Background: an optimization exercise with open tools, aiming at small area, a short achievable clock period and few clock cycles per item. Do not read the settings as production practice.
At most, simulation tests tie the RTL to the original design; equivalence was not proved.
The RTL of runs 1 and 2 was laid out without a check of its function.
Power is estimated from default activity; no workload was simulated.

===== config.mk =====
export PLATFORM = sky130hd
export DESIGN_NAME = simple_cpu_top
export DESIGN_NICKNAME = simple_cpu_top
export VERILOG_FILES = /design/flow/design.v
export SDC_FILE = /design/flow/constraint.sdc
export NUM_CORES = 4
export LEC_CHECK = 0
export CAP_MARGIN = 20
export CORE_MARGIN = 2
export CORE_UTILIZATION = 40
export SLEW_MARGIN = 20
export SYNTH_HIERARCHICAL = 1
export SYNTH_MINIMUM_KEEP_SIZE = 0

===== constraint.sdc =====
create_clock -name core_clock -period 5.0 [get_ports {clk}]
set_input_delay 1.0000 -clock core_clock [delete_from_list [all_inputs] [get_ports {clk}]]
set_output_delay 1.0000 -clock core_clock [all_outputs]
set_load 0.01 [all_outputs]

===== design.v =====
module simple_datapath #(
    parameter BIT_WIDTH = 16
)(
    input wire [BIT_WIDTH-1:0] a,
    input wire [BIT_WIDTH-1:0] b,
    output wire [BIT_WIDTH-1:0] p
);
    wire w1 = a[0] & b[0];
    wire w2 = a[1] & b[0];
    wire w3 = a[2] & b[0];
    wire w4 = a[3] & b[0];
    wire w5 = a[4] & b[0];
    wire w6 = a[5] & b[0];
    wire w7 = a[6] & b[0];
    wire w8 = a[7] & b[0];
    wire w9 = a[8] & b[0];
    wire w10 = a[9] & b[0];
    wire w11 = a[10] & b[0];
    wire w12 = a[11] & b[0];
    wire w13 = a[12] & b[0];
    wire w14 = a[13] & b[0];
    wire w15 = a[14] & b[0];
    wire w16 = a[15] & b[0];
    wire w17 = a[0] & b[1];
    wire w18 = a[1] & b[1];
    wire w19 = a[2] & b[1];
    wire w20 = a[3] & b[1];
    wire w21 = a[4] & b[1];
    wire w22 = a[5] & b[1];
    wire w23 = a[6] & b[1];
    wire w24 = a[7] & b[1];
    wire w25 = a[8] & b[1];
    wire w26 = a[9] & b[1];
    wire w27 = a[10] & b[1];
    wire w28 = a[11] & b[1];
    wire w29 = a[12] & b[1];
    wire w30 = a[13] & b[1];
    wire w31 = a[14] & b[1];
    wire w32 = a[0] & b[2];
    wire w33 = a[1] & b[2];
    wire w34 = a[2] & b[2];
    wire w35 = a[3] & b[2];
    wire w36 = a[4] & b[2];
    wire w37 = a[5] & b[2];
    wire w38 = a[6] & b[2];
    wire w39 = a[7] & b[2];
    wire w40 = a[8] & b[2];
    wire w41 = a[9] & b[2];
    wire w42 = a[10] & b[2];
    wire w43 = a[11] & b[2];
    wire w44 = a[12] & b[2];
    wire w45 = a[13] & b[2];
    wire w46 = a[0] & b[3];
    wire w47 = a[1] & b[3];
    wire w48 = a[2] & b[3];
    wire w49 = a[3] & b[3];
    wire w50 = a[4] & b[3];
    wire w51 = a[5] & b[3];
    wire w52 = a[6] & b[3];
    wire w53 = a[7] & b[3];
    wire w54 = a[8] & b[3];
    wire w55 = a[9] & b[3];
    wire w56 = a[10] & b[3];
    wire w57 = a[11] & b[3];
    wire w58 = a[12] & b[3];
    wire w59 = a[0] & b[4];
    wire w60 = a[1] & b[4];
    wire w61 = a[2] & b[4];
    wire w62 = a[3] & b[4];
    wire w63 = a[4] & b[4];
    wire w64 = a[5] & b[4];
    wire w65 = a[6] & b[4];
    wire w66 = a[7] & b[4];
    wire w67 = a[8] & b[4];
    wire w68 = a[9] & b[4];
    wire w69 = a[10] & b[4];
    wire w70 = a[11] & b[4];
    wire w71 = a[0] & b[5];
    wire w72 = a[1] & b[5];
    wire w73 = a[2] & b[5];
    wire w74 = a[3] & b[5];
    wire w75 = a[4] & b[5];
    wire w76 = a[5] & b[5];
    wire w77 = a[6] & b[5];
    wire w78 = a[7] & b[5];
    wire w79 = a[8] & b[5];
    wire w80 = a[9] & b[5];
    wire w81 = a[10] & b[5];
    wire w82 = a[0] & b[6];
    wire w83 = a[1] & b[6];
    wire w84 = a[2] & b[6];
    wire w85 = a[3] & b[6];
    wire w86 = a[4] & b[6];
    wire w87 = a[5] & b[6];
    wire w88 = a[6] & b[6];
    wire w89 = a[7] & b[6];
    wire w90 = a[8] & b[6];
    wire w91 = a[9] & b[6];
    wire w92 = a[0] & b[7];
    wire w93 = a[1] & b[7];
    wire w94 = a[2] & b[7];
    wire w95 = a[3] & b[7];
    wire w96 = a[4] & b[7];
    wire w97 = a[5] & b[7];
    wire w98 = a[6] & b[7];
    wire w99 = a[7] & b[7];
    wire w100 = a[8] & b[7];
    wire w101 = a[0] & b[8];
    wire w102 = a[1] & b[8];
    wire w103 = a[2] & b[8];
    wire w104 = a[3] & b[8];
    wire w105 = a[4] & b[8];
    wire w106 = a[5] & b[8];
    wire w107 = a[6] & b[8];
    wire w108 = a[7] & b[8];
    wire w109 = a[0] & b[9];
    wire w110 = a[1] & b[9];
    wire w111 = a[2] & b[9];
    wire w112 = a[3] & b[9];
    wire w113 = a[4] & b[9];
    wire w114 = a[5] & b[9];
    wire w115 = a[6] & b[9];
    wire w116 = a[0] & b[10];
    wire w117 = a[1] & b[10];
    wire w118 = a[2] & b[10];
    wire w119 = a[3] & b[10];
    wire w120 = a[4] & b[10];
    wire w121 = a[5] & b[10];
    wire w122 = a[0] & b[11];
    wire w123 = a[1] & b[11];
    wire w124 = a[2] & b[11];
    wire w125 = a[3] & b[11];
    wire w126 = a[4] & b[11];
    wire w127 = a[0] & b[12];
    wire w128 = a[1] & b[12];
    wire w129 = a[2] & b[12];
    wire w130 = a[3] & b[12];
    wire w131 = a[0] & b[13];
    wire w132 = a[1] & b[13];
    wire w133 = a[2] & b[13];
    wire w134 = a[0] & b[14];
    wire w135 = a[1] & b[14];
    wire w136 = a[0] & b[15];
    wire w137, w138;
    mul_ha u1 (.x(w18), .y(w3), .s(w137), .c(w138));
    wire w139, w140;
    mul_fa u2 (.x(w19), .y(w33), .z(w4), .s(w139), .c(w140));
    wire w141, w142;
    mul_ha u3 (.x(w46), .y(w138), .s(w141), .c(w142));
    wire w143, w144;
    mul_fa u4 (.x(w20), .y(w34), .z(w47), .s(w143), .c(w144));
    wire w145, w146;
    mul_fa u5 (.x(w5), .y(w59), .z(w142), .s(w145), .c(w146));
    wire w147, w148;
    mul_ha u6 (.x(w140), .y(w143), .s(w147), .c(w148));
    wire w149, w150;
    mul_fa u7 (.x(w21), .y(w35), .z(w48), .s(w149), .c(w150));
    wire w151, w152;
    mul_fa u8 (.x(w6), .y(w60), .z(w71), .s(w151), .c(w152));
    wire w153, w154;
    mul_fa u9 (.x(w144), .y(w149), .z(w151), .s(w153), .c(w154));
    wire w155, w156;
    mul_ha u10 (.x(w148), .y(w146), .s(w155), .c(w156));
    wire w157, w158;
    mul_fa u11 (.x(w22), .y(w36), .z(w49), .s(w157), .c(w158));
    wire w159, w160;
    mul_fa u12 (.x(w61), .y(w7), .z(w72), .s(w159), .c(w160));
    wire w161, w162;
    mul_fa u13 (.x(w82), .y(w150), .z(w152), .s(w161), .c(w162));
    wire w163, w164;
    mul_fa u14 (.x(w157), .y(w159), .z(w154), .s(w163), .c(w164));
    wire w165, w166;
    mul_ha u15 (.x(w161), .y(w156), .s(w165), .c(w166));
    wire w167, w168;
    mul_fa u16 (.x(w23), .y(w37), .z(w50), .s(w167), .c(w168));
    wire w169, w170;
    mul_fa u17 (.x(w62), .y(w73), .z(w8), .s(w169), .c(w170));
    wire w171, w172;
    mul_fa u18 (.x(w83), .y(w92), .z(w158), .s(w171), .c(w172));
    wire w173, w174;
    mul_fa u19 (.x(w160), .y(w167), .z(w169), .s(w173), .c(w174));
    wire w175, w176;
    mul_fa u20 (.x(w162), .y(w171), .z(w173), .s(w175), .c(w176));
    wire w177, w178;
    mul_ha u21 (.x(w166), .y(w164), .s(w177), .c(w178));
    wire w179, w180;
    mul_fa u22 (.x(w101), .y(w24), .z(w38), .s(w179), .c(w180));
    wire w181, w182;
    mul_fa u23 (.x(w51), .y(w63), .z(w74), .s(w181), .c(w182));
    wire w183, w184;
    mul_fa u24 (.x(w84), .y(w9), .z(w93), .s(w183), .c(w184));
    wire w185, w186;
    mul_fa u25 (.x(w168), .y(w170), .z(w179), .s(w185), .c(w186));
    wire w187, w188;
    mul_fa u26 (.x(w181), .y(w183), .z(w172), .s(w187), .c(w188));
    wire w189, w190;
    mul_fa u27 (.x(w174), .y(w185), .z(w187), .s(w189), .c(w190));
    wire w191, w192;
    mul_ha u28 (.x(w176), .y(w178), .s(w191), .c(w192));
    wire w193, w194;
    mul_fa u29 (.x(w10), .y(w102), .z(w109), .s(w193), .c(w194));
    wire w195, w196;
    mul_fa u30 (.x(w25), .y(w39), .z(w52), .s(w195), .c(w196));
    wire w197, w198;
    mul_fa u31 (.x(w64), .y(w75), .z(w85), .s(w197), .c(w198));
    wire w199, w200;
    mul_fa u32 (.x(w94), .y(w180), .z(w182), .s(w199), .c(w200));
    wire w201, w202;
    mul_fa u33 (.x(w184), .y(w193), .z(w195), .s(w201), .c(w202));
    wire w203, w204;
    mul_fa u34 (.x(w197), .y(w186), .z(w199), .s(w203), .c(w204));
    wire w205, w206;
    mul_fa u35 (.x(w201), .y(w188), .z(w203), .s(w205), .c(w206));
    wire w207, w208;
    mul_ha u36 (.x(w192), .y(w190), .s(w207), .c(w208));
    wire w209, w210;
    mul_fa u37 (.x(w103), .y(w11), .z(w110), .s(w209), .c(w210));
    wire w211, w212;
    mul_fa u38 (.x(w116), .y(w26), .z(w40), .s(w211), .c(w212));
    wire w213, w214;
    mul_fa u39 (.x(w53), .y(w65), .z(w76), .s(w213), .c(w214));
    wire w215, w216;
    mul_fa u40 (.x(w86), .y(w95), .z(w194), .s(w215), .c(w216));
    wire w217, w218;
    mul_fa u41 (.x(w196), .y(w198), .z(w209), .s(w217), .c(w218));
    wire w219, w220;
    mul_fa u42 (.x(w211), .y(w213), .z(w200), .s(w219), .c(w220));
    wire w221, w222;
    mul_fa u43 (.x(w202), .y(w215), .z(w217), .s(w221), .c(w222));
    wire w223, w224;
    mul_fa u44 (.x(w204), .y(w219), .z(w221), .s(w223), .c(w224));
    wire w225, w226;
    mul_ha u45 (.x(w206), .y(w208), .s(w225), .c(w226));
    wire w227, w228;
    mul_fa u46 (.x(w104), .y(w111), .z(w117), .s(w227), .c(w228));
    wire w229, w230;
    mul_fa u47 (.x(w12), .y(w122), .z(w27), .s(w229), .c(w230));
    wire w231, w232;
    mul_fa u48 (.x(w41), .y(w54), .z(w66), .s(w231), .c(w232));
    wire w233, w234;
    mul_fa u49 (.x(w77), .y(w87), .z(w96), .s(w233), .c(w234));
    wire w235, w236;
    mul_fa u50 (.x(w210), .y(w212), .z(w214), .s(w235), .c(w236));
    wire w237, w238;
    mul_fa u51 (.x(w227), .y(w229), .z(w231), .s(w237), .c(w238));
    wire w239, w240;
    mul_fa u52 (.x(w233), .y(w216), .z(w218), .s(w239), .c(w240));
    wire w241, w242;
    mul_fa u53 (.x(w235), .y(w237), .z(w220), .s(w241), .c(w242));
    wire w243, w244;
    mul_fa u54 (.x(w222), .y(w239), .z(w241), .s(w243), .c(w244));
    wire w245, w246;
    mul_ha u55 (.x(w224), .y(w226), .s(w245), .c(w246));
    wire w247, w248;
    mul_fa u56 (.x(w105), .y(w112), .z(w118), .s(w247), .c(w248));
    wire w249, w250;
    mul_fa u57 (.x(w123), .y(w127), .z(w13), .s(w249), .c(w250));
    wire w251, w252;
    mul_fa u58 (.x(w28), .y(w42), .z(w55), .s(w251), .c(w252));
    wire w253, w254;
    mul_fa u59 (.x(w67), .y(w78), .z(w88), .s(w253), .c(w254));
    wire w255, w256;
    mul_fa u60 (.x(w97), .y(w228), .z(w230), .s(w255), .c(w256));
    wire w257, w258;
    mul_fa u61 (.x(w232), .y(w234), .z(w247), .s(w257), .c(w258));
    wire w259, w260;
    mul_fa u62 (.x(w249), .y(w251), .z(w253), .s(w259), .c(w260));
    wire w261, w262;
    mul_fa u63 (.x(w236), .y(w238), .z(w255), .s(w261), .c(w262));
    wire w263, w264;
    mul_fa u64 (.x(w257), .y(w259), .z(w240), .s(w263), .c(w264));
    wire w265, w266;
    mul_fa u65 (.x(w261), .y(w242), .z(w263), .s(w265), .c(w266));
    wire w267, w268;
    mul_ha u66 (.x(w244), .y(w246), .s(w267), .c(w268));
    wire w269, w270;
    mul_fa u67 (.x(w106), .y(w113), .z(w119), .s(w269), .c(w270));
    wire w271, w272;
    mul_fa u68 (.x(w124), .y(w128), .z(w131), .s(w271), .c(w272));
    wire w273, w274;
    mul_fa u69 (.x(w14), .y(w29), .z(w43), .s(w273), .c(w274));
    wire w275, w276;
    mul_fa u70 (.x(w56), .y(w68), .z(w79), .s(w275), .c(w276));
    wire w277, w278;
    mul_fa u71 (.x(w89), .y(w98), .z(w248), .s(w277), .c(w278));
    wire w279, w280;
    mul_fa u72 (.x(w250), .y(w252), .z(w254), .s(w279), .c(w280));
    wire w281, w282;
    mul_fa u73 (.x(w269), .y(w271), .z(w273), .s(w281), .c(w282));
    wire w283, w284;
    mul_fa u74 (.x(w275), .y(w256), .z(w258), .s(w283), .c(w284));
    wire w285, w286;
    mul_fa u75 (.x(w260), .y(w277), .z(w279), .s(w285), .c(w286));
    wire w287, w288;
    mul_fa u76 (.x(w281), .y(w262), .z(w283), .s(w287), .c(w288));
    wire w289, w290;
    mul_fa u77 (.x(w285), .y(w264), .z(w287), .s(w289), .c(w290));
    wire w291, w292;
    mul_ha u78 (.x(w266), .y(w289), .s(w291), .c(w292));
    wire w293, w294;
    mul_fa u79 (.x(w107), .y(w114), .z(w120), .s(w293), .c(w294));
    wire w295, w296;
    mul_fa u80 (.x(w125), .y(w129), .z(w132), .s(w295), .c(w296));
    wire w297, w298;
    mul_fa u81 (.x(w134), .y(w15), .z(w30), .s(w297), .c(w298));
    wire w299, w300;
    mul_fa u82 (.x(w44), .y(w57), .z(w69), .s(w299), .c(w300));
    wire w301, w302;
    mul_fa u83 (.x(w80), .y(w90), .z(w99), .s(w301), .c(w302));
    wire w303, w304;
    mul_fa u84 (.x(w270), .y(w272), .z(w274), .s(w303), .c(w304));
    wire w305, w306;
    mul_fa u85 (.x(w276), .y(w293), .z(w295), .s(w305), .c(w306));
    wire w307, w308;
    mul_fa u86 (.x(w297), .y(w299), .z(w301), .s(w307), .c(w308));
    wire w309, w310;
    mul_fa u87 (.x(w278), .y(w280), .z(w282), .s(w309), .c(w310));
    wire w311, w312;
    mul_fa u88 (.x(w303), .y(w305), .z(w307), .s(w311), .c(w312));
    wire w313, w314;
    mul_fa u89 (.x(w284), .y(w286), .z(w309), .s(w313), .c(w314));
    wire w315, w316;
    mul_fa u90 (.x(w311), .y(w288), .z(w313), .s(w315), .c(w316));
    wire w317, w318;
    mul_ha u91 (.x(w290), .y(w315), .s(w317), .c(w318));
    wire w319 = w100 ^ w108;
    wire w320 = w115 ^ w121;
    wire w321 = w126 ^ w130;
    wire w322 = w133 ^ w135;
    wire w323 = w136 ^ w16;
    wire w324 = w31 ^ w45;
    wire w325 = w58 ^ w70;
    wire w326 = w81 ^ w91;
    wire w327 = w319 ^ w320;
    wire w328 = w321 ^ w322;
    wire w329 = w323 ^ w324;
    wire w330 = w325 ^ w326;
    wire w331 = w327 ^ w328;
    wire w332 = w329 ^ w330;
    wire w333 = w294 ^ w296;
    wire w334 = w298 ^ w300;
    wire w335 = w302 ^ w331;
    wire w336 = w332 ^ w333;
    wire w337 = w334 ^ w335;
    wire w338 = w336 ^ w337;
    wire w339 = w304 ^ w306;
    wire w340 = w308 ^ w338;
    wire w341 = w339 ^ w340;
    wire w342 = w341 ^ w310;
    wire w343 = w312 ^ w342;
    wire w344 = w343 ^ w314;
    wire w345 = w344 ^ w316;
    wire w346 = w345 ^ w318;
    wire w347, w348;
    mul_ha u92 (.x(w17), .y(w2), .s(w347), .c(w348));
    wire w349, w350;
    mul_ha u93 (.x(w32), .y(w137), .s(w349), .c(w350));
    wire w351, w352;
    mul_ha u94 (.x(w141), .y(w139), .s(w351), .c(w352));
    wire w353, w354;
    mul_ha u95 (.x(w147), .y(w145), .s(w353), .c(w354));
    wire w355, w356;
    mul_ha u96 (.x(w153), .y(w155), .s(w355), .c(w356));
    wire w357, w358;
    mul_ha u97 (.x(w165), .y(w163), .s(w357), .c(w358));
    wire w359, w360;
    mul_ha u98 (.x(w175), .y(w177), .s(w359), .c(w360));
    wire w361, w362;
    mul_ha u99 (.x(w191), .y(w189), .s(w361), .c(w362));
    wire w363, w364;
    mul_ha u100 (.x(w205), .y(w207), .s(w363), .c(w364));
    wire w365, w366;
    mul_ha u101 (.x(w223), .y(w225), .s(w365), .c(w366));
    wire w367, w368;
    mul_ha u102 (.x(w243), .y(w245), .s(w367), .c(w368));
    wire w369, w370;
    mul_ha u103 (.x(w265), .y(w267), .s(w369), .c(w370));
    wire w371, w372;
    mul_ha u104 (.x(w268), .y(w291), .s(w371), .c(w372));
    wire w373, w374;
    mul_ha u105 (.x(w292), .y(w317), .s(w373), .c(w374));
    wire w375;
    mul_ao u106 (.g(w350), .p(w349), .ci(w348), .co(w375));
    wire w376;
    mul_ao u107 (.g(w352), .p(w351), .ci(w375), .co(w376));
    wire w377;
    mul_ao u108 (.g(w354), .p(w353), .ci(w376), .co(w377));
    wire w378;
    mul_ao u109 (.g(w356), .p(w355), .ci(w377), .co(w378));
    wire w379;
    mul_ao u110 (.g(w358), .p(w357), .ci(w378), .co(w379));
    wire w380;
    mul_ao u111 (.g(w360), .p(w359), .ci(w379), .co(w380));
    wire w381;
    mul_ao u112 (.g(w362), .p(w361), .ci(w380), .co(w381));
    wire w382;
    mul_ao u113 (.g(w364), .p(w363), .ci(w381), .co(w382));
    wire w383;
    mul_ao u114 (.g(w366), .p(w365), .ci(w382), .co(w383));
    wire w384;
    mul_ao u115 (.g(w368), .p(w367), .ci(w383), .co(w384));
    wire w385;
    mul_ao u116 (.g(w370), .p(w369), .ci(w384), .co(w385));
    wire w386;
    mul_ao u117 (.g(w372), .p(w371), .ci(w385), .co(w386));
    wire w387;
    mul_ao u118 (.g(w374), .p(w373), .ci(w386), .co(w387));
    assign p[0] = w1 ^ 1'b0;
    assign p[1] = w347 ^ 1'b0;
    assign p[2] = w349 ^ w348;
    assign p[3] = w351 ^ w375;
    assign p[4] = w353 ^ w376;
    assign p[5] = w355 ^ w377;
    assign p[6] = w357 ^ w378;
    assign p[7] = w359 ^ w379;
    assign p[8] = w361 ^ w380;
    assign p[9] = w363 ^ w381;
    assign p[10] = w365 ^ w382;
    assign p[11] = w367 ^ w383;
    assign p[12] = w369 ^ w384;
    assign p[13] = w371 ^ w385;
    assign p[14] = w373 ^ w386;
    assign p[15] = w346 ^ w387;
endmodule
module mul_fa (
    input wire x, y, z,
    output wire s, c
);
    assign s = x ^ y ^ z;
    assign c = (x & y) | (x & z) | (y & z);
endmodule
module mul_ha (
    input wire x, y,
    output wire s, c
);
    assign s = x ^ y;
    assign c = x & y;
endmodule
module mul_ao (
    input wire g, p, ci,
    output wire co
);
    assign co = g | (p & ci);
endmodule
module simple_control (
    input wire clk,
    input wire rst_n,
    input wire start,
    output reg done
);
    always @(posedge clk or negedge rst_n) begin
        if (!rst_n)
            done <= 1'b0;
        else if (start)
            done <= 1'b1;
    end
endmodule
module simple_cpu_top #(
    parameter BIT_WIDTH = 16,
    parameter PROGRAM_FILE = "program.mem"
)(
    input wire clk,
    input wire rst_n,
    input wire start,
    input wire [BIT_WIDTH-1:0] operand_a,
    input wire [BIT_WIDTH-1:0] operand_b,
    output wire [BIT_WIDTH-1:0] result,
    output wire done
);
    wire [BIT_WIDTH-1:0] product;
    simple_datapath #(.BIT_WIDTH(BIT_WIDTH)) datapath (
        .a(operand_a), .b(operand_b), .p(product)
    );
    simple_control control (
        .clk(clk), .rst_n(rst_n), .start(start), .done(done)
    );
    reg [BIT_WIDTH-1:0] result_r;
    always @(posedge clk)
        if (start) result_r <= product;
    assign result = result_r;
endmodule

===== run.sh =====
#!/bin/bash
# synth_recipe.tcl (not shown) runs the flow's synth.tcl, then flattens the netlist and writes it again
# the make line also repeats each setting of config.mk as NAME=value (left out here)
make -C /OpenROAD-flow-scripts/flow DESIGN_CONFIG=/design/flow/config.mk WORK_HOME=/design/flow/orfs CLKGATE_MAP_FILE= SYNTH_SCRIPT=/design/flow/synth_recipe.tcl finish

==> results of run 1 <==
-- state kept, by name, summed over array words and instances (netlist names) --
| register | flops |
|---|---|
| control.done | 1 |
| result_r | 16 |
-- layout make-up --
cell class                      instances  area share [%]
Clock buffer                            4           0.819
Multi-Input combinational cell        296            64.4
Sequential cell                        17            9.19
Timing Repair Buffer                  144            23.1
Tap cell                              111            2.52
-- power by group through the flow --
stage	combinational, mW	clock, mW	sequential [mW]
after detailed placement	1.91	0	0.322
after global routing	2.46	0.122	0.322
after CTS	2.06	0.117	0.318
final	2.20	0.114	0.317
after global placement	1.87	0	0.321
after floorplan	1.18	0	0.352
-- synth_stat cells, drive strengths merged --
master | instances | share of area, %
edfxtp | 16 | 13
xnor3 | 1 | 0.60
a21o | 13 | 2.6
or2 | 1 | 0.17
xnor2 | 21 | 4.9
ha | 27 | 9.0
and2 | 120 | 20
nand2 | 16 | 1.6
fa | 78 | 42
buf | 2 | 0.40
xor2 | 19 | 4.4
dfrtp | 1 | 0.67
clkbuf | 12 | 1.2
-- what timing repair did --
item,in CTS,in global routing
pin swaps,55,42
gates resized for setup,120,29
endpoints found under the setup margin,2,1
gates cloned,1,0
setup buffers,20,9
-- modules after synthesis, one instance, submodules excluded, excerpt --
| module | cell area [µm²] | flops+latches |
|---|---|---|
| mul_ha | 12.5 | 0 |
| simple_control | 31.3 | 1 |
| mul_fa | 20.0 | 0 |
| mul_ao | 7.51 | 0 |
| simple_cpu_top | 480 | 16 |
-- stage by stage --
stage	std cells	instance area [µm²]	utilization, %
after detailed placement	538	4990	54.6
after floorplan	327	3950	-
final	572	5500	60.1
after global placement	538	4990	54.6
after global routing	572	5500	60.1
after CTS	563	5350	58.4
-- routing by layer --
layer | vias to the layer above | wire length, µm | GRT usage [%]
met3 | 10 | 300 | 1.32
li1 | 1293 | - | -
met2 | 62 | 5110 | 37.0
met5 | - | 0 | 0
met4 | 0 | 177 | 4.74
met1 | 1421 | 4170 | 27.3
-- worst paths after layout --
path	startpoint	endpoint	slack, ps	cells past startpoint
setup / recovery	operand_a[5]	result_r[15]	-540	17
hold / removal	control.done	control.done	470	1
setup reg to reg	control.done	control.done	4290	1
hold reg to reg	control.done	control.done	470	1
max in group asynchronous	rst_n	control.done	4030	1
min in group asynchronous	rst_n	control.done	880	1
-- cell families after synthesis --
group	share of synthesized area [%]
AOI/OAI and AO/OA	2.60
buffers and inverters	1.60
xor gates and xnor gates	9.94
adders and majority gates	50.6
DFF	13.5
and+or+nand+nor	21.8
-- cells in the final DEF, fill, tap and decap left out, drive strengths merged --
master	synthesis	routed
clkbuf	12	5
dfrtp	1	1
nand2	16	16
xor2	19	19
dlymetal6s2s	0	2
or2	1	1
xnor3	1	1
and2	120	120
a21o	13	13
edfxtp	16	16
ha	27	27
clkdlybuf4s50	0	23
clkdlybuf4s15	0	4
dlygate4sd2	0	8
fa	78	78
buf	2	106
xnor2	21	21
==> notes.md, run 1 <==
- Status: finished with violations
- Layout check faults: setup timing
- Net Sw Power: 0.962 mW
- Port Buf Inserts: 51
- Worst setup EP type: flop
- Placement Setup Slack: -1220 ps
- Max Transition Viols Final: 0
- Die Y: 101 µm
- Remaining antenna violation count: 0
- Area of the multi-input gates: 3540 µm²
- Internal power: 1.67 mW
- Clock Root Buffer: clkbuf_8
- DP HPWL: 7690 µm
- Seq/Total Area, Yosys: 13.5%
- Vias per std cell: 4.87
- Gate power share: 83.6%
- Vias in the first global route: 3094
- IR drop worst, VDD: 0.392 mV
- Post-CTS Hold Buffers: 0
- Worst-case clock buffer depth: 2
- NumNets Final: 602
- Seq cells post-synth: 17
- Initial Utilization: 41.0%
- Final min period: 5540 ps
- Setup CP Type: in2reg
- Final period util: 111%
- Number of buffers created by CTS: 3
- Required time of the critical path: 5010 ps
- Die footprint: 10200 µm²
- Synth Warn #: 8
- Post-Synthesis Cell Area: 3750 µm²
- Most frequent CP cell: fa_1
- TritonCTS clock tree: built
- First-pass GRT wire length: 15800 µm
- Crit path buf inv count: 3
- Max capacitance violation total: 0
- Filler cells: 764
- Max-slew headroom: 41.3%
- Core Area: 9150 µm²
- Final Hold Violating Endpoints: 0
- Number of DRC markers in iteration 0: 179
- Antenna violations before repair: 0
- Net Sw Frac: 36.5%
- Crit-path slowest cell: fa_1
- Register area: 505 µm²
- # clock sinks: 17
- Via count: 2786
- Routability cong.: 0.864
- Detailed Routing Iterations Pass 1: 4
- Gr usage total: 20.6%
- IO Pins: 52
- Final setup fails: 1
- Largest stage delay, worst path: 590 ps
- Worst Setup Start Kind: input port
- Tot Pwr: 2.63 mW
- PnR worst setup slack: -539 ps
- Largest net degree at the start of global routing: 18
- Worst slew pin tran: 878 ps
- Drc violations: 0
- Final WL: 9760 µm
- Worst min-delay path class: reg2reg
- Clk pwr share: 4.3%
- Mean post-synth cell area: 11.5 µm²
- Clock latency on the worst-skew pair: 250 ps
- Die width: 101 µm
- Largest delay share family, worst path: adder cells
- P&R area growth vs syn: 46.6%
- Row count: 35
- Crit path max fanout: 4
- RSZ-0062 raised after global routing: true
- Wire length per cell: 17.1 µm
- Fmax: 0.181 GHz
- Worst Path Arrival: 5550 ps
- Share of cells above drive strength 1: 40.8%
- Clk_skew: 0 ps
- Setup TNS: -539 ps
- Total gr overflow: 0
- Syn_nets: 467
- Synth Instances: 327
- CP cell instances: buf_8 -> buf_6 -> buf_12 -> and2_4 -> fa_1 -> fa_2 -> fa_1 -> fa_1 -> fa_1 -> ha_4 -> ha_4 -> a21o_1 -> xor2_1 -> xnor2_1 -> xnor2_1 -> xnor2_1 -> xnor3_1
- H-tree Lvls: 1
- Power Dens Cells: 479 nW/µm²
- Reg power frac: 12.0%
- Netlist cell types: 13
- Leak Pwr: 2.47 nW
- Final hold slack: 473 ps
- Reg clk slew, reported paths: 90 ps
- ANT cells: 0
==> run 2: changes to the inputs <==
--- a/design.v
+++ b/design.v
@@ -396,15 +396,30 @@
     wire w382;
     mul_ao u113 (.g(w364), .p(w363), .ci(w381), .co(w382));
     wire w383;
-    mul_ao u114 (.g(w366), .p(w365), .ci(w382), .co(w383));
-    wire w384;
-    mul_ao u115 (.g(w368), .p(w367), .ci(w383), .co(w384));
+    mul_ao u114 (.g(w368), .p(w367), .ci(w366), .co(w383));
+    wire w384 = w367 & w365;
     wire w385;
-    mul_ao u116 (.g(w370), .p(w369), .ci(w384), .co(w385));
-    wire w386;
-    mul_ao u117 (.g(w372), .p(w371), .ci(w385), .co(w386));
+    mul_ao u115 (.g(w372), .p(w371), .ci(w370), .co(w385));
+    wire w386 = w371 & w369;
     wire w387;
-    mul_ao u118 (.g(w374), .p(w373), .ci(w386), .co(w387));
+    mul_ao u116 (.g(w370), .p(w369), .ci(w383), .co(w387));
+    wire w388 = w369 & w384;
+    wire w389;
+    mul_ao u117 (.g(w385), .p(w386), .ci(w383), .co(w389));
+    wire w390 = w386 & w384;
+    wire w391;
+    mul_ao u118 (.g(w374), .p(w373), .ci(w389), .co(w391));
+    wire w392 = w373 & w390;
+    wire w393;
+    mul_ao u119 (.g(w366), .p(w365), .ci(w382), .co(w393));
+    wire w394;
+    mul_ao u120 (.g(w383), .p(w384), .ci(w382), .co(w394));
+    wire w395;
+    mul_ao u121 (.g(w387), .p(w388), .ci(w382), .co(w395));
+    wire w396;
+    mul_ao u122 (.g(w389), .p(w390), .ci(w382), .co(w396));
+    wire w397;
+    mul_ao u123 (.g(w391), .p(w392), .ci(w382), .co(w397));
     assign p[0] = w1 ^ 1'b0;
     assign p[1] = w347 ^ 1'b0;
     assign p[2] = w349 ^ w348;
@@ -416,11 +431,11 @@
     assign p[8] = w361 ^ w380;
     assign p[9] = w363 ^ w381;
     assign p[10] = w365 ^ w382;
-    assign p[11] = w367 ^ w383;
-    assign p[12] = w369 ^ w384;
-    assign p[13] = w371 ^ w385;
-    assign p[14] = w373 ^ w386;
-    assign p[15] = w346 ^ w387;
+    assign p[11] = w367 ^ w393;
+    assign p[12] = w369 ^ w394;
+    assign p[13] = w371 ^ w395;
+    assign p[14] = w373 ^ w396;
+    assign p[15] = w346 ^ w397;
 endmodule
 module mul_fa (
     input wire x, y, z,
==> run 2 against run 1 <==
Against the previous run: the layout still fails its checks (setup timing); highest routed layer unchanged; register-to-register slack hardly changed; sequential cell count did not move; count of clock-buffer cells in the layout did not move; core utilization down 0.94 points; power rose by 16%; area after synthesis up 1.8%; sequential power is essentially flat; routed wire length rose by 2.9%; critical path type unchanged.
==> notes.md, run 2 <==
- Final period util: 115% (+4.0 points)
- Post-Synthesis Cell Area: 3820 µm² (+1.8%)
- Row count: 35 (unchanged)
- Leak Pwr: 2.54 nW (+2.6%)
- Number of buffers created by CTS: 3 (unchanged)
- Wire length per cell: 16.7 µm (-2.4%)
- Worst setup EP type: flop
- Vias in the first global route: 3150 (+1.8%)
- Most frequent cell after synthesis: and2_1
- TritonCTS clock tree: built
- Worst Setup Start Kind: input port
- Core Area: 9240 µm² (+0.96%)
- NumNets Final: 614 (+2.0%)
- Biggest register: result_r
- Share of cells above drive strength 1: 39.1% (-1.7 points)
- Main combinational cell family by area after synthesis: adder cells
- Via count: 2876 (+3.2%)
- Worst slew pin tran: 789 ps (-89.6 ps)
- Hold Path Cell Cnt: 1 (unchanged)
- Reg2reg path depth: 1 (unchanged)
- Synth Warn #: 8 (unchanged)
- First-pass GRT wire length: 16100 µm (+2.1%)
- Worst-case clock buffer depth: 2 (unchanged)
- Dominant synthesized flop cell: edfxtp_1
- Largest net degree at the start of global routing: 18 (unchanged)
- Share of the synthesized area in the top cell type: 40.9% (-0.75 points)
- Detailed Routing Iterations Pass 1: 4 (unchanged)
- Netlist cell types: 14 (+1)
- Adder-Cell Fraction of Synth Area: 49.7% (-0.91 points)
- Post-synthesis simple-gate area fraction: 22.2% (+0.43 points)
- Final Hold Violating Endpoints: 0 (unchanged)
- Final WL: 10000 µm (+2.9%)
- Layout check faults: setup timing
- Post-synth top cells: 123 x and2_1, 78 x fa_1, 27 x ha_1
- Area of the multi-input gates: 3490 µm² (-1.4%)
- Setup CP Type: in2reg
- IO Pins: 52 (unchanged)
- DP HPWL: 7720 µm (+0.39%)
- Most common cell after layout, fill and taps aside: and2_1
- Reg clk slew, reported paths: 70 ps (-20 ps)
- Die width: 102 µm (+0.88%)
- Fmax: 0.174 GHz (-3.5%)
- Commonest non-fill, non-tap cells in the layout: 104 x and2_1, 74 x buf_4, 45 x fa_1, 33 x fa_2, 25 x clkdlybuf4s50_1
- Seq cells post-synth: 17 (unchanged)
- Post-CTS Hold Buffers: 0 (unchanged)
- Die footprint: 10400 µm² (+1.8%)
- IR drop worst, VDD: 0.353 mV (-9.9%)
- # clock sinks: 17 (unchanged)
- Max Transition Viols Final: 0 (unchanged)
- Power Dens Cells: 561 nW/µm² (+17%)
- Max-slew headroom: 47.3% (+6.0 points)
- Post-synth ARST share: 5.88% (unchanged)
- Number of DRC markers in iteration 0: 85 (-53%)
- Clk_skew: 0 ps (unchanged)
- Worst Path Arrival: 5740 ps (+190 ps)
- P&R area growth vs syn: 43.1%
- Initial Utilization: 41.4% (+0.36 points)
- Port Buf Inserts: 51 (unchanged)
- Clock latency on the worst-skew pair: 250 ps (about the same)
- Total gr overflow: 0 (unchanged)
- H-tree Lvls: 1 (unchanged)
- Synth area leader: fa_1
- PnR worst setup slack: -738 ps (-199 ps)
- Register area: 505 µm² (unchanged)
- Final min period: 5740 ps (+199 ps)
- Remaining antenna violation count: 0 (unchanged)
- Largest register FFs: 16 (unchanged)
- Gr usage total: 20.8% (+0.21 points)
- Post-synth EDFFs: 16 (unchanged)
- Post-Synth XOR/XNOR Area: 9.76% (-0.18 points)
- Vias per std cell: 4.77 (-2.1%)
- Worst min-delay path class: reg2reg
- Synth Instances: 337 (+3.1%)
- Final setup fails: 2 (+1)
- Tot Pwr: 3.07 mW (+16%)
- Area contributors post-synth: fa_1 41%, and2_1 20%, edfxtp_1 13%, ha_1 8.8%, xnor2_1 4.8%
- Antenna violations before repair: 0 (unchanged)
- Die Y: 102 µm (+0.88%)
- Clock Root Buffer: clkbuf_8
- Drc violations: 0 (unchanged)
- Filler cells: 777 (+1.7%)
- Max capacitance violation total: 0 (unchanged)
- Crit path max fanout: 4 (unchanged)
- Seq/Total Area, Yosys: 13.2% (-0.24 points)
- Status: finished with violations
- Post-synthesis mux area share: 0% (unchanged)
- Syn_nets: 477 (+2.1%)
- Synth Area in Compound Gates: 3.54% (+0.94 points)
- RSZ-0062 raised after global routing: true
- Routability cong.: 0.883 (+2.2%)
- Post-layout util: 59.2% (-0.94 points)
- Required time of the critical path: 5000 ps (about the same)
- Biggest regs: result_r (16), control.done (1)
- Mean post-synth cell area: 11.3 µm² (-1.2%)
## run 2: changes by cell type after synthesis
cell    change
a21o_1      +5
and2_1      +3
and3_1      +2
## run 2: path summary, 6_finish.rpt
kind	from	to	slack (ps)
hold reg to reg	control.done	control.done	470
min in group asynchronous	rst_n	control.done	880
setup reg to reg	control.done	control.done	4290
hold / removal	control.done	control.done	470
max in group asynchronous	rst_n	control.done	4010
setup / recovery	operand_a[0]	result_r[15]	-740
## run 2: metrics by stage
step / setup WS, ps / cells / hold slack (ps) / cell area, µm² / setup TNS (ps)
global placement: -1390 / 570 / 446 / 5120 / -3100
detailed placement: -1430 / 570 / 461 / 5120 / -3240
CTS: -896 / 592 / 478 / 5330 / -964
floorplan: -650 / 337 / 504 / 3970 / -650
global route: -875 / 602 / 502 / 5470 / -1690
finish: -738 / 603 / 466 / 5470 / -1470
## run 2: Yosys stat by module (local to each module, per instance), a selection
module / cell area (µm²) / flops+latches / copies in the design
mul_fa: 20.0 / 0 / 78
mul_ha: 12.5 / 0 / 27
mul_ao: 7.51 / 0 / 18
simple_control: 31.3 / 1 / 1
simple_cpu_top: 480 / 16 / 1
## run 2: logic make-up (layout without fill, tap and decap cells)
| logic type | Yosys count | count (layout) |
|---|---|---|
| adders and majority gates | 105 | 105 |
| DFF | 17 | 17 |
| other | 0 | 1 |
| buffers and inverters | 14 | 150 |
| and+or+nand+nor | 142 | 142 |
| AOI/OAI and AO/OA | 18 | 18 |
| xor gates and xnor gates | 41 | 41 |
## run 2: timing repair
action,CTS,global route
endpoints found under the hold margin,0,0
pin swaps,29,33
setup endpoints to repair,4,4
cloned,1,0
buffers inserted,17,10
gates resized for setup,87,55
## run 2: power breakdown
part	switching, mW	total [mW]	internal (mW)
clock network	0.0477	0.104	0.0566
registers	0.0129	0.319	0.306
logic	1.07	2.64	1.57
## run 2: area by class of cell
| type | count | area share, % |
|---|---|---|
| timing repair buffer | 146 | 23.1 |
| tap | 129 | 2.95 |
| multi-input combinational | 306 | 63.8 |
| clock buffer | 4 | 0.824 |
| antenna | 1 | 0.0458 |
| sequential | 17 | 9.24 |
## run 2: critical path, stage by stage
cell	delay [ps]
buf_8	100
buf_6	110
and2_4	160
fa_2	500
fa_2	410
fa_2	400
fa_1	560
fa_1	460
ha_4	310
ha_4	200
a21o_1	160
a21o_1	180
a21o_1	160
a21o_1	180
xor2_1	150
xnor2_1	160
xnor2_1	150
xnor2_1	140
xnor3_1	230
## run 2: routing by layer
metal,up-vias,wire [µm],GRT usage (%)
met5,-,0,0
met4,0,186,5.41
met3,10,349,1.17
met2,66,5200,38.2
met1,1463,4300,26.7
li1,1337,-,-
==> run 3: changes to the inputs <==
--- a/design.v
+++ b/design.v
@@ -323,103 +323,116 @@
     mul_fa u90 (.x(w311), .y(w288), .z(w313), .s(w315), .c(w316));
     wire w317, w318;
     mul_ha u91 (.x(w290), .y(w315), .s(w317), .c(w318));
-    wire w319 = w100 ^ w108;
-    wire w320 = w115 ^ w121;
-    wire w321 = w126 ^ w130;
-    wire w322 = w133 ^ w135;
-    wire w323 = w136 ^ w16;
-    wire w324 = w31 ^ w45;
-    wire w325 = w58 ^ w70;
-    wire w326 = w81 ^ w91;
-    wire w327 = w319 ^ w320;
-    wire w328 = w321 ^ w322;
-    wire w329 = w323 ^ w324;
-    wire w330 = w325 ^ w326;
-    wire w331 = w327 ^ w328;
-    wire w332 = w329 ^ w330;
-    wire w333 = w294 ^ w296;
-    wire w334 = w298 ^ w300;
-    wire w335 = w302 ^ w331;
-    wire w336 = w332 ^ w333;
-    wire w337 = w334 ^ w335;
-    wire w338 = w336 ^ w337;
-    wire w339 = w304 ^ w306;
-    wire w340 = w308 ^ w338;
-    wire w341 = w339 ^ w340;
-    wire w342 = w341 ^ w310;
-    wire w343 = w312 ^ w342;
-    wire w344 = w343 ^ w314;
-    wire w345 = w344 ^ w316;
-    wire w346 = w345 ^ w318;
+    wire w319;
+    mul_x2 u92 (.x(w100), .y(w108), .s(w319));
+    wire w320;
+    mul_x2 u93 (.x(w115), .y(w121), .s(w320));
+    wire w321;
+    mul_x2 u94 (.x(w126), .y(w130), .s(w321));
+    wire w322;
+    mul_x2 u95 (.x(w133), .y(w135), .s(w322));
+    wire w323;
+    mul_x2 u96 (.x(w136), .y(w16), .s(w323));
+    wire w324;
+    mul_x2 u97 (.x(w31), .y(w45), .s(w324));
+    wire w325;
+    mul_x2 u98 (.x(w58), .y(w70), .s(w325));
+    wire w326;
+    mul_x2 u99 (.x(w81), .y(w91), .s(w326));
+    wire w327;
+    mul_x2 u100 (.x(w319), .y(w320), .s(w327));
+    wire w328;
+    mul_x2 u101 (.x(w321), .y(w322), .s(w328));
+    wire w329;
+    mul_x2 u102 (.x(w323), .y(w324), .s(w329));
+    wire w330;
+    mul_x2 u103 (.x(w325), .y(w326), .s(w330));
+    wire w331;
+    mul_x2 u104 (.x(w327), .y(w328), .s(w331));
+    wire w332;
+    mul_x2 u105 (.x(w329), .y(w330), .s(w332));
+    wire w333;
+    mul_x2 u106 (.x(w294), .y(w296), .s(w333));
+    wire w334;
+    mul_x2 u107 (.x(w298), .y(w300), .s(w334));
+    wire w335;
+    mul_x2 u108 (.x(w302), .y(w331), .s(w335));
+    wire w336;
+    mul_x2 u109 (.x(w332), .y(w333), .s(w336));
+    wire w337;
+    mul_x2 u110 (.x(w334), .y(w335), .s(w337));
+    wire w338;
+    mul_x2 u111 (.x(w336), .y(w337), .s(w338));
+    wire w339;
+    mul_x2 u112 (.x(w304), .y(w306), .s(w339));
+    wire w340;
+    mul_x2 u113 (.x(w308), .y(w338), .s(w340));
+    wire w341;
+    mul_x2 u114 (.x(w339), .y(w340), .s(w341));
+    wire w342;
+    mul_x2 u115 (.x(w341), .y(w310), .s(w342));
+    wire w343;
+    mul_x2 u116 (.x(w312), .y(w342), .s(w343));
+    wire w344;
+    mul_x2 u117 (.x(w343), .y(w314), .s(w344));
+    wire w345;
+    mul_x2 u118 (.x(w344), .y(w316), .s(w345));
+    wire w346;
+    mul_x2 u119 (.x(w345), .y(w318), .s(w346));
     wire w347, w348;
-    mul_ha u92 (.x(w17), .y(w2), .s(w347), .c(w348));
+    mul_ha u120 (.x(w17), .y(w2), .s(w347), .c(w348));
     wire w349, w350;
-    mul_ha u93 (.x(w32), .y(w137), .s(w349), .c(w350));
+    mul_ha u121 (.x(w32), .y(w137), .s(w349), .c(w350));
     wire w351, w352;
-    mul_ha u94 (.x(w141), .y(w139), .s(w351), .c(w352));
+    mul_ha u122 (.x(w141), .y(w139), .s(w351), .c(w352));
     wire w353, w354;
-    mul_ha u95 (.x(w147), .y(w145), .s(w353), .c(w354));
+    mul_ha u123 (.x(w147), .y(w145), .s(w353), .c(w354));
     wire w355, w356;
-    mul_ha u96 (.x(w153), .y(w155), .s(w355), .c(w356));
+    mul_ha u124 (.x(w153), .y(w155), .s(w355), .c(w356));
     wire w357, w358;
-    mul_ha u97 (.x(w165), .y(w163), .s(w357), .c(w358));
+    mul_ha u125 (.x(w165), .y(w163), .s(w357), .c(w358));
     wire w359, w360;
-    mul_ha u98 (.x(w175), .y(w177), .s(w359), .c(w360));
+    mul_ha u126 (.x(w175), .y(w177), .s(w359), .c(w360));
     wire w361, w362;
-    mul_ha u99 (.x(w191), .y(w189), .s(w361), .c(w362));
+    mul_ha u127 (.x(w191), .y(w189), .s(w361), .c(w362));
     wire w363, w364;
-    mul_ha u100 (.x(w205), .y(w207), .s(w363), .c(w364));
+    mul_ha u128 (.x(w205), .y(w207), .s(w363), .c(w364));
     wire w365, w366;
-    mul_ha u101 (.x(w223), .y(w225), .s(w365), .c(w366));
+    mul_ha u129 (.x(w223), .y(w225), .s(w365), .c(w366));
     wire w367, w368;
-    mul_ha u102 (.x(w243), .y(w245), .s(w367), .c(w368));
+    mul_ha u130 (.x(w243), .y(w245), .s(w367), .c(w368));
     wire w369, w370;
-    mul_ha u103 (.x(w265), .y(w267), .s(w369), .c(w370));
+    mul_ha u131 (.x(w265), .y(w267), .s(w369), .c(w370));
     wire w371, w372;
-    mul_ha u104 (.x(w268), .y(w291), .s(w371), .c(w372));
+    mul_ha u132 (.x(w268), .y(w291), .s(w371), .c(w372));
     wire w373, w374;
-    mul_ha u105 (.x(w292), .y(w317), .s(w373), .c(w374));
+    mul_ha u133 (.x(w292), .y(w317), .s(w373), .c(w374));
     wire w375;
-    mul_ao u106 (.g(w350), .p(w349), .ci(w348), .co(w375));
+    mul_ao u134 (.g(w350), .p(w349), .ci(w348), .co(w375));
     wire w376;
-    mul_ao u107 (.g(w352), .p(w351), .ci(w375), .co(w376));
+    mul_ao u135 (.g(w352), .p(w351), .ci(w375), .co(w376));
     wire w377;
-    mul_ao u108 (.g(w354), .p(w353), .ci(w376), .co(w377));
+    mul_ao u136 (.g(w354), .p(w353), .ci(w376), .co(w377));
     wire w378;
-    mul_ao u109 (.g(w356), .p(w355), .ci(w377), .co(w378));
+    mul_ao u137 (.g(w356), .p(w355), .ci(w377), .co(w378));
     wire w379;
-    mul_ao u110 (.g(w358), .p(w357), .ci(w378), .co(w379));
+    mul_ao u138 (.g(w358), .p(w357), .ci(w378), .co(w379));
     wire w380;
-    mul_ao u111 (.g(w360), .p(w359), .ci(w379), .co(w380));
+    mul_ao u139 (.g(w360), .p(w359), .ci(w379), .co(w380));
     wire w381;
-    mul_ao u112 (.g(w362), .p(w361), .ci(w380), .co(w381));
+    mul_ao u140 (.g(w362), .p(w361), .ci(w380), .co(w381));
     wire w382;
-    mul_ao u113 (.g(w364), .p(w363), .ci(w381), .co(w382));
+    mul_ao u141 (.g(w364), .p(w363), .ci(w381), .co(w382));
     wire w383;
-    mul_ao u114 (.g(w368), .p(w367), .ci(w366), .co(w383));
-    wire w384 = w367 & w365;
+    mul_ao u142 (.g(w366), .p(w365), .ci(w382), .co(w383));
+    wire w384;
+    mul_ao u143 (.g(w368), .p(w367), .ci(w383), .co(w384));
     wire w385;
-    mul_ao u115 (.g(w372), .p(w371), .ci(w370), .co(w385));
-    wire w386 = w371 & w369;
+    mul_ao u144 (.g(w370), .p(w369), .ci(w384), .co(w385));
+    wire w386;
+    mul_ao u145 (.g(w372), .p(w371), .ci(w385), .co(w386));
     wire w387;
-    mul_ao u116 (.g(w370), .p(w369), .ci(w383), .co(w387));
-    wire w388 = w369 & w384;
-    wire w389;
-    mul_ao u117 (.g(w385), .p(w386), .ci(w383), .co(w389));
-    wire w390 = w386 & w384;
-    wire w391;
-    mul_ao u118 (.g(w374), .p(w373), .ci(w389), .co(w391));
-    wire w392 = w373 & w390;
-    wire w393;
-    mul_ao u119 (.g(w366), .p(w365), .ci(w382), .co(w393));
-    wire w394;
-    mul_ao u120 (.g(w383), .p(w384), .ci(w382), .co(w394));
-    wire w395;
-    mul_ao u121 (.g(w387), .p(w388), .ci(w382), .co(w395));
-    wire w396;
-    mul_ao u122 (.g(w389), .p(w390), .ci(w382), .co(w396));
-    wire w397;
-    mul_ao u123 (.g(w391), .p(w392), .ci(w382), .co(w397));
+    mul_ao u146 (.g(w374), .p(w373), .ci(w386), .co(w387));
     assign p[0] = w1 ^ 1'b0;
     assign p[1] = w347 ^ 1'b0;
     assign p[2] = w349 ^ w348;
@@ -431,11 +444,11 @@
     assign p[8] = w361 ^ w380;
     assign p[9] = w363 ^ w381;
     assign p[10] = w365 ^ w382;
-    assign p[11] = w367 ^ w393;
-    assign p[12] = w369 ^ w394;
-    assign p[13] = w371 ^ w395;
-    assign p[14] = w373 ^ w396;
-    assign p[15] = w346 ^ w397;
+    assign p[11] = w367 ^ w383;
+    assign p[12] = w369 ^ w384;
+    assign p[13] = w371 ^ w385;
+    assign p[14] = w373 ^ w386;
+    assign p[15] = w346 ^ w387;
 endmodule
 module mul_fa (
     input wire x, y, z,
@@ -457,6 +470,12 @@
 );
     assign co = g | (p & ci);
 endmodule
+module mul_x2 (
+    input wire x, y,
+    output wire s
+);
+    assign s = x ^ y;
+endmodule
 module simple_control (
     input wire clk,
     input wire rst_n,
==> run 3 against run 2 <==
Against the previous run: now clean on timing, DRC and antenna; clock skew did not move; register-to-register slack barely moved; sequential power barely moved; clock power rose by 4%; highest routed layer unchanged; first-iteration DRC count fell by 19%; largest power group unchanged; hold slack got worse by 3.2 ps; combinational power fell by 26%.
==> notes.md, run 3 <==
- Status: finished clean
- Worst Setup Start Kind: input port
- Synth Warn #: 8 (unchanged)
- Max-slew headroom: 44.4% (-2.9 points)
- Final Hold Violating Endpoints: 0 (unchanged)
- Via count: 2751 (-4.3%)
- Post-synth EDFFs: 16 (unchanged)
- Worst Path Arrival: 4900 ps (-840 ps)
- Internal power: 1.52 mW (-21%)
- Core Area: 9240 µm² (unchanged)
- Clock latency on the worst-skew pair: 250 ps (about the same)
- Commonest non-fill, non-tap cells in the layout: 125 x and2_1, 64 x buf_4, 44 x fa_1, 42 x xor2_1, 34 x fa_2
- Routability cong.: 0.862 (-2.4%)
- ANT cells: 0 (-1)
- Max capacitance violation total: 0 (unchanged)
- Worst Hold Path EP: control.done
- Met3 wire length: 280 µm (-20%)
- Largest register FFs: 16 (unchanged)
- Drc violations: 0 (unchanged)
- Area contributors post-synth: fa_1 41%, and2_1 22%, edfxtp_1 13%, xor2_1 9.6%, ha_1 8.8%
- Die Y: 102 µm (about the same)
- Met1 wire length: 4050 µm (-5.7%)
- Dominant synthesized flop cell: edfxtp_1
- Gate power share: 82.1% (-4.1 points)
- Final period util: 98.0% (-17 points)
- Final WL: 9410 µm (-6.3%)
- Worst min-delay path class: reg2reg
- TritonCTS clock tree: built
- Leak Pwr: 2.45 nW (-3.3%)
- H-tree Lvls: 1 (unchanged)
- Reg clk slew, reported paths: 70 ps (about the same)
- IO Pins: 52 (unchanged)
- Wire length per cell: 16.2 µm (-2.4%)
- Synth area leader: fa_1
- Biggest regs: result_r (16), control.done (1)
- Power Dens Cells: 450 nW/µm² (-20%)
- Share of cells above drive strength 1: 35.6% (-3.6 points)
- Seq/Total Area, Yosys: 13.2% (about the same)
- Worst r2r src: control.done
- Post-CTS Hold Buffers: 0 (unchanged)
- Final min period: 4900 ps (-837 ps)
- Placed cells: 556 (-2.5%)
- Remaining antenna violation count: 0 (unchanged)
- Worst setup EP type: flop
- RSZ-0062 raised after global routing: false
- Clk pwr share: 4.6% (+1.2 points)
- Post-synth ARST share: 5.88% (unchanged)
- Synth Instances: 328 (-2.7%)
- Antenna violations before repair: 0 (unchanged)
- R2R Path End: control.done
- Detailed Routing Iterations Pass 1: 4 (unchanged)
- Post-layout util: 57.2% (-2.0 points)
- HP Start: control.done
- # clock sinks: 17 (unchanged)
- Row count: 35 (unchanged)
- Most common cell after layout, fill and taps aside: and2_1
- IR drop worst, VDD: 0.373 mV (+5.5%)
- Number of buffers created by CTS: 3 (unchanged)
- Die width: 102 µm (about the same)
- Reg power frac: 13.3% (+2.9 points)
- Net Sw Frac: 36.2% (-0.80 points)
- R2r setup slk: 4300 ps (about the same)
- Netlist cell types: 11 (-3)
- Seq cells post-synth: 17 (unchanged)
- Placement Setup Slack: -763 ps (+669 ps)
- Setup CP Type: in2reg
- Met2 wire len: 4940 µm (-5.0%)
- Layout Cells excl Fill: 579 (-4.0%)
- Required time of the critical path: 5000 ps (about the same)
- Post-synth top cells: 136 x and2_1, 78 x fa_1, 42 x xor2_1
- Hold Path Cell Cnt: 1 (unchanged)
- Syn_nets: 468 (-1.9%)
- Initial Utilization: 41.4% (about the same)
- Most frequent cell after synthesis: and2_1
- NumNets Final: 591 (-3.7%)
- Crit path max fanout: 4 (unchanged)
- Max Transition Viols Final: 0 (unchanged)
- DR top layer: met4
- Biggest register: result_r
- Setup TNS: 0 ps (+1470 ps)
- Net Sw Power: 0.862 mW (-24%)
- Vias per std cell: 4.75 (-0.38%)
- Gr usage total: 19.7% (-1.1 points)
- Number of DRC markers in iteration 0: 69 (-19%)
- Reg2reg path depth: 1 (unchanged)
- Port Buf Inserts: 51 (unchanged)
- Die footprint: 10400 µm² (about the same)
- P&R area growth vs syn: 38.2%
- Clock Root Buffer: clkbuf_8
- Fmax: 0.204 GHz (+17%)
- Clk_skew: 0 ps (unchanged)
- Worst slew pin tran: 831 ps (+42.6 ps)
- Vias in the first global route: 3212 (+2.0%)
- Post-Synthesis Cell Area: 3820 µm² (about the same)
- Total gr overflow: 0 (unchanged)
- Final setup fails: 0 (-2)
- DP HPWL: 7200 µm (-6.8%)
- Worst-case clock buffer depth: 2 (unchanged)
- PnR worst setup slack: 98.7 ps (+837 ps)
- Mean post-synth cell area: 11.7 µm² (+2.8%)
- Largest net degree at the start of global routing: 18 (unchanged)
- Share of the synthesized area in the top cell type: 40.8% (about the same)
- First-pass GRT wire length: 15600 µm (-3.4%)
## run 3: per-layer routing
metal  vias up  global-route usage (%)
li1       1274                       -
met4         0                    4.37
met5         -                       0
met1      1409                    26.8
met3        10                   0.552
met2        58                    35.2
## run 3: power by group through the flow
stage,Combinational (mW),Sequential (mW),Clock [mW]
after floorplan,0.949,0.352,0
after global placement,1.62,0.320,0
after detailed placement,1.64,0.321,0
after CTS,1.76,0.318,0.118
after global routing,2.17,0.322,0.118
final,1.96,0.317,0.108
## run 3: Yosys stat by module, one instance, submodules excluded, a selection
module | times used | cells
mul_x2 | 28 | 1
mul_ao | 13 | 1
simple_control | 1 | 2
simple_cpu_top | 1 | 16
mul_fa | 78 | 1
mul_ha | 27 | 1
## run 3: logic make-up after synthesis
| kind of cell | after synthesis | synth area share, % |
|---|---|---|
| simple gates | 137 | 22.4 |
| fa+ha+maj | 105 | 49.7 |
| xor+xnor | 42 | 9.62 |
| flops | 17 | 13.2 |
| buf+inv | 14 | 2.55 |
| compound gates | 13 | 2.55 |
## run 3: metrics by stage
step	hold slack (ps)	instance area, µm²	total power [mW]
finish	463	5290	2.38
global route	502	5290	2.61
CTS	470	5120	2.20
detailed placement	451	4880	1.96
global placement	447	4880	1.94
floorplan	504	3840	1.30
## run 3: final cells by class
cell class / instances / area (µm²)
Multi-Input combinational cell: 297 / 3470
Fill cell: 785 / 3950
Timing Repair Buffer: 132 / 1100
Sequential cell: 17 / 505
Clock buffer: 4 / 45.0
Tap cell: 129 / 161
## run 3: worst max path at each step
stage                   from            to  slack, ps  cells after the start
2_1_floorplan   operand_a[3]  result_r[15]          1                     12
3_3_place_gp    operand_a[3]  result_r[15]       -720                     12
3_5_place_dp    operand_a[3]  result_r[15]       -760                     12
4_1_cts         operand_b[6]  result_r[15]          2                     14
5_1_grt         operand_a[2]  result_r[15]          9                     17
6_report       operand_b[12]  result_r[15]        100                     11
## run 3: worst max-delay path, stage by stage
cell and delay, ps:
clkdlybuf4s50_1 540, and2_1 180, fa_1 450, fa_2 410
fa_1 600, fa_1 440, fa_1 490, ha_4 300
ha_4 190, a21o_1 160, xor2_1 150
## run 3: timing repair
action | in CTS | in global routing
pin swaps | 31 | 43
gates cloned | 5 | 0
setup endpoints to repair | 4 | 3
gates resized for setup | 74 | 58
setup buffers | 9 | 5
Testbench counts of run 3, summed over its fixed seeds: cycles 384, items 384.
==> run 4: changes to the inputs <==
==> flow/run.sh (new file) <==
#!/bin/bash
# The standard layout, with the port buffers made from buf_1 cells
# (ORFS's default picks a delay buffer, clkdlybuf4s50_1).
set -euo pipefail
bash standard.sh "BUFFER_PORTS_ARGS=-buffer_cell sky130_fd_sc_hd__buf_1" finish > standard_run.log 2>&1
==> standard.sh (new file) <==
#!/bin/bash
# synth_recipe.tcl (not shown) runs the flow's synth.tcl, then flattens the netlist and writes it again
# the make line also repeats each setting of config.mk as NAME=value (left out here)
make -C /OpenROAD-flow-scripts/flow DESIGN_CONFIG=/design/flow/config.mk WORK_HOME=/design/flow/orfs CLKGATE_MAP_FILE= SYNTH_SCRIPT=/design/flow/synth_recipe.tcl "${@:-finish}"
removed: run.sh
==> run 4 against run 3 <==
Against the previous run: still clean on timing, DRC and antenna; design area shrank 12%; power is 13% lower; sequential power about the same; sequential share of layout area increased by 1.3 points; hold slack worse by 1.7 ps; first-iteration DRC count grew 13%; critical endpoint unchanged; largest cell class unchanged; largest power group unchanged.
==> notes.md, run 4 <==
- Status: finished clean
- Netlist cell types: 11 (unchanged)
- Max Transition Viols Final: 0 (unchanged)
- Reg clk slew, reported paths: 70 ps (about the same)
- Clock Root Buffer: clkbuf_8
- Number of buffers created by CTS: 3 (unchanged)
- Detailed Routing Iterations Pass 1: 4 (unchanged)
- Initial Utilization: 41.4% (unchanged)
- Leak Pwr: 2.21 nW (-10%)
- Vias in the first global route: 2803 (-13%)
- Via count: 2593 (-5.7%)
- Biggest register: result_r
- Post-Synth XOR/XNOR Area: 9.62% (unchanged)
- Share of the synthesized area in the top cell type: 40.8% (unchanged)
- H-tree Lvls: 1 (unchanged)
- IR drop worst, VDD: 0.373 mV (about the same)
- TritonCTS clock tree: built
- First-pass GRT wire length: 13300 µm (-14%)
- Die width: 102 µm (unchanged)
- Power Dens Cells: 445 nW/µm² (-1.3%)
- Crit path max fanout: 14 (+10)
- HP Start: control.done
- Wire length per cell: 15.2 µm (-6.5%)
- Gr usage total: 17.1% (-2.6 points)
- Max-slew headroom: 36.7% (-7.7 points)
- Seq/Total Area, Yosys: 13.2% (unchanged)
- ANT cells: 0 (unchanged)
- Fmax: 0.206 GHz (+0.99%)
- Setup CP Type: in2reg
- Total gr overflow: 0 (unchanged)
- Port Buf Inserts: 51 (unchanged)
- Finished layout cell area: 4660 µm² (-12%)
- Reg2reg path depth: 1 (unchanged)
- Most common cell after layout, fill and taps aside: and2_1
- Clk_skew: 0 ps (unchanged)
- Mean post-synth cell area: 11.7 µm² (unchanged)
- Core Area: 9240 µm² (unchanged)
- Post-synth ARST share: 5.88% (unchanged)
- Required time of the critical path: 5010 ps (about the same)
- Clock latency on the worst-skew pair: 260 ps (about the same)
- # clock sinks: 17 (unchanged)
- Worst Path Arrival: 4870 ps (-30 ps)
- Post-synth EDFFs: 16 (unchanged)
- Worst Setup Start Kind: input port
- Main combinational cell family by area after synthesis: adder cells
- Seq cells post-synth: 17 (unchanged)
- Drc violations: 0 (unchanged)
- Worst min-delay path class: reg2reg
- Final period util: 97.1% (-0.96 points)
- Post-CTS Hold Buffers: 0 (unchanged)
- Worst setup EP type: flop
- Largest net degree at the start of global routing: 18 (unchanged)
- Antenna violations before repair: 0 (unchanged)
- Synth Warn #: 8 (unchanged)
- Final WL: 8370 µm (-11%)
- Worst-case clock buffer depth: 2 (unchanged)
- RSZ-0062 raised after global routing: false
- Commonest non-fill, non-tap cells in the layout: 134 x and2_1, 61 x fa_1, 54 x buf_4, 42 x xor2_1, 36 x buf_1
- Final setup fails: 0 (unchanged)
- Post-synth top cells: 136 x and2_1, 78 x fa_1, 42 x xor2_1
- Final min period: 4850 ps (-47.8 ps)
- Post-synthesis simple-gate area fraction: 22.4% (unchanged)
- Synth Area in Compound Gates: 2.55% (unchanged)
- Worst r2r src: control.done
- Largest register FFs: 16 (unchanged)
- Area contributors post-synth: fa_1 41%, and2_1 22%, edfxtp_1 13%, xor2_1 9.6%, ha_1 8.8%
- Max capacitance violation total: 0 (unchanged)
- Final hold slack: 461 ps (-1.66 ps)
- Setup crit start: operand_b[2]
- Routability cong.: 0.792 (-8.0%)
- Die Y: 102 µm (unchanged)
- Hold Path Cell Cnt: 1 (unchanged)
- Synth area leader: fa_1
- Post-Synthesis Cell Area: 3820 µm² (unchanged)
- Dpl cell area: 4500 µm² (-7.8%)
- Most frequent cell after synthesis: and2_1
- Biggest regs: result_r (16), control.done (1)
- P&R area growth vs syn: 21.8%
- Synth Instances: 328 (unchanged)
- Die footprint: 10400 µm² (unchanged)
- Row count: 35 (unchanged)
- Share of cells above drive strength 1: 22.5% (-13 points)
- Worst slew pin tran: 949 ps (+118 ps)
- Filler cells: 872 (+11%)
- DP HPWL: 7090 µm (-1.5%)
- Number of DRC markers in iteration 0: 78 (+13%)
- Dominant synthesized flop cell: edfxtp_1
- Syn_nets: 468 (unchanged)
- Post-synthesis mux area share: 0% (unchanged)
- Tot Pwr: 2.07 mW (-13%)
- NumNets Final: 563 (-4.7%)
- Vias per std cell: 4.71 (-0.95%)
- Adder-Cell Fraction of Synth Area: 49.7% (unchanged)
- Remaining antenna violation count: 0 (unchanged)
- IO Pins: 52 (unchanged)
- Final Hold Violating Endpoints: 0 (unchanged)
run 4: routing by layer:
layer / wire length (µm) / global-route usage [%]
met1: 3530 / 22.4
met2: 4400 / 30.1
met3: 322 / 1.38
met4: 128 / 5.20
met5: 0 / 0
run 4: final cells by class:
| cell class | instances | area [µm²] | area share (%) |
|---|---|---|---|
| clock buffer | 3 | 41.3 | 0.886 |
| clock inverter | 1 | 5.00 | 0.107 |
| tap | 129 | 161 | 3.46 |
| multi-input combinational | 297 | 3310 | 71.0 |
| sequential | 17 | 505 | 10.9 |
| timing repair buffer | 104 | 636 | 13.6 |
run 4: kinds of logic (layout without fill, tap and decap cells):
kind of cell,Yosys count,after routing
flip-flops,17,17
AO/OA/AOI/OAI,13,13
buffers and inverters,14,108
XOR/XNOR,42,42
AND/OR/NAND/NOR,137,137
adder cells (fa/ha/maj),105,105
run 4: where the power goes:
group          total, mW  switching (mW)  internal (mW)
registers          0.316          0.0112          0.305
clock network      0.111          0.0555         0.0556
logic               1.65           0.734          0.911
run 4: timing repair:
| action | CTS | global route |
|---|---|---|
| gates resized for setup | 13 | 26 |
| pin swaps | 0 | 12 |
| buffers inserted | 0 | 1 |
| endpoints found under the setup margin | 2 | 2 |
run 4: critical path, stage by stage:
cell      delay [ps]
clkbuf_4         180
and2_4           180
fa_1             500
fa_2             380
fa_1             400
ha_1             230
ha_1             200
ha_1             190
ha_1             200
ha_1             200
ha_1             320
ha_4             220
a21o_1           180
a21o_1           160
a21o_1           160
xor2_1           150
run 4: worst paths after layout:
| kind | to | slack (ps) |
|---|---|---|
| max in group asynchronous | control.done | 4420 |
| min in group asynchronous | control.done | 480 |
| min reg2reg | control.done | 460 |
| max reg2reg | control.done | 4300 |
| min | control.done | 460 |
| max | result_r[15] | 150 |
run 4: modules after synthesis (local to each module, per instance), a selection:
module / cells inside / flops+latches / copies in the design
mul_ha: 1 / 0 / 27
simple_control: 2 / 1 / 1
simple_cpu_top: 16 / 16 / 1
mul_ao: 1 / 0 / 13
mul_x2: 1 / 0 / 28
mul_fa: 1 / 0 / 78
run 4: metrics by stage:
step	utilization, %	TNS (ps)	std cells	worst slack (ps)
2_1_floorplan	-	0	328	1.13
4_1_cts	49.4	0	550	7.47
3_5_place_dp	48.7	-1090	546	-439
6_report	50.4	0	551	147
5_1_grt	50.4	0	551	7.83
3_3_place_gp	48.7	-974	546	-411

-- what the ideal ports hide --
Ports are ideal in the flow. The routed layouts listed here were re-timed in OpenROAD. Step 1: set_driving_cell puts a clkbuf_16 on clk and a buf_2 on each other input, an assumption about the parent block. Step 2 times the ports against the registers' clock, not the clock port: input delays grow and output delays shrink by t, the midpoint of the rising clock arrivals with the driver on. Slacks: no drivers / after step 1 / after step 2; pairs: no drivers / after step 1.
| run | shift t [ns] | setup slack, ns | hold slack, ns | slew at the worst register clock pin (ns) | worst slew at a driven data input, ns |
|---|---|---|---|---|---|
| run 1 | 0.287 | -0.539 / -0.547 / -0.835 | 0.473 / 0.473 / 0.473 | 0.09 / 0.09 | 0.06 |
| run 2 | 0.278 | -0.738 / -0.750 / -1.027 | 0.466 / 0.466 / 0.466 | 0.07 / 0.07 | 0.05 |
| run 3 | 0.282 | 0.099 / 0.100 / -0.183 | 0.463 / 0.463 / 0.463 | 0.07 / 0.07 | 0.04 |
| run 4 | 0.291 | 0.147 / 0.149 / -0.142 | 0.461 / 0.461 / 0.461 | 0.08 / 0.08 | 0.04 |
Met with ideal ports but missed after step 2: setup timing in run 3 and run 4. For run 1, which loses most, drivers alone change the setup slack by -0.008 ns; drivers and shift together by -0.296 ns.
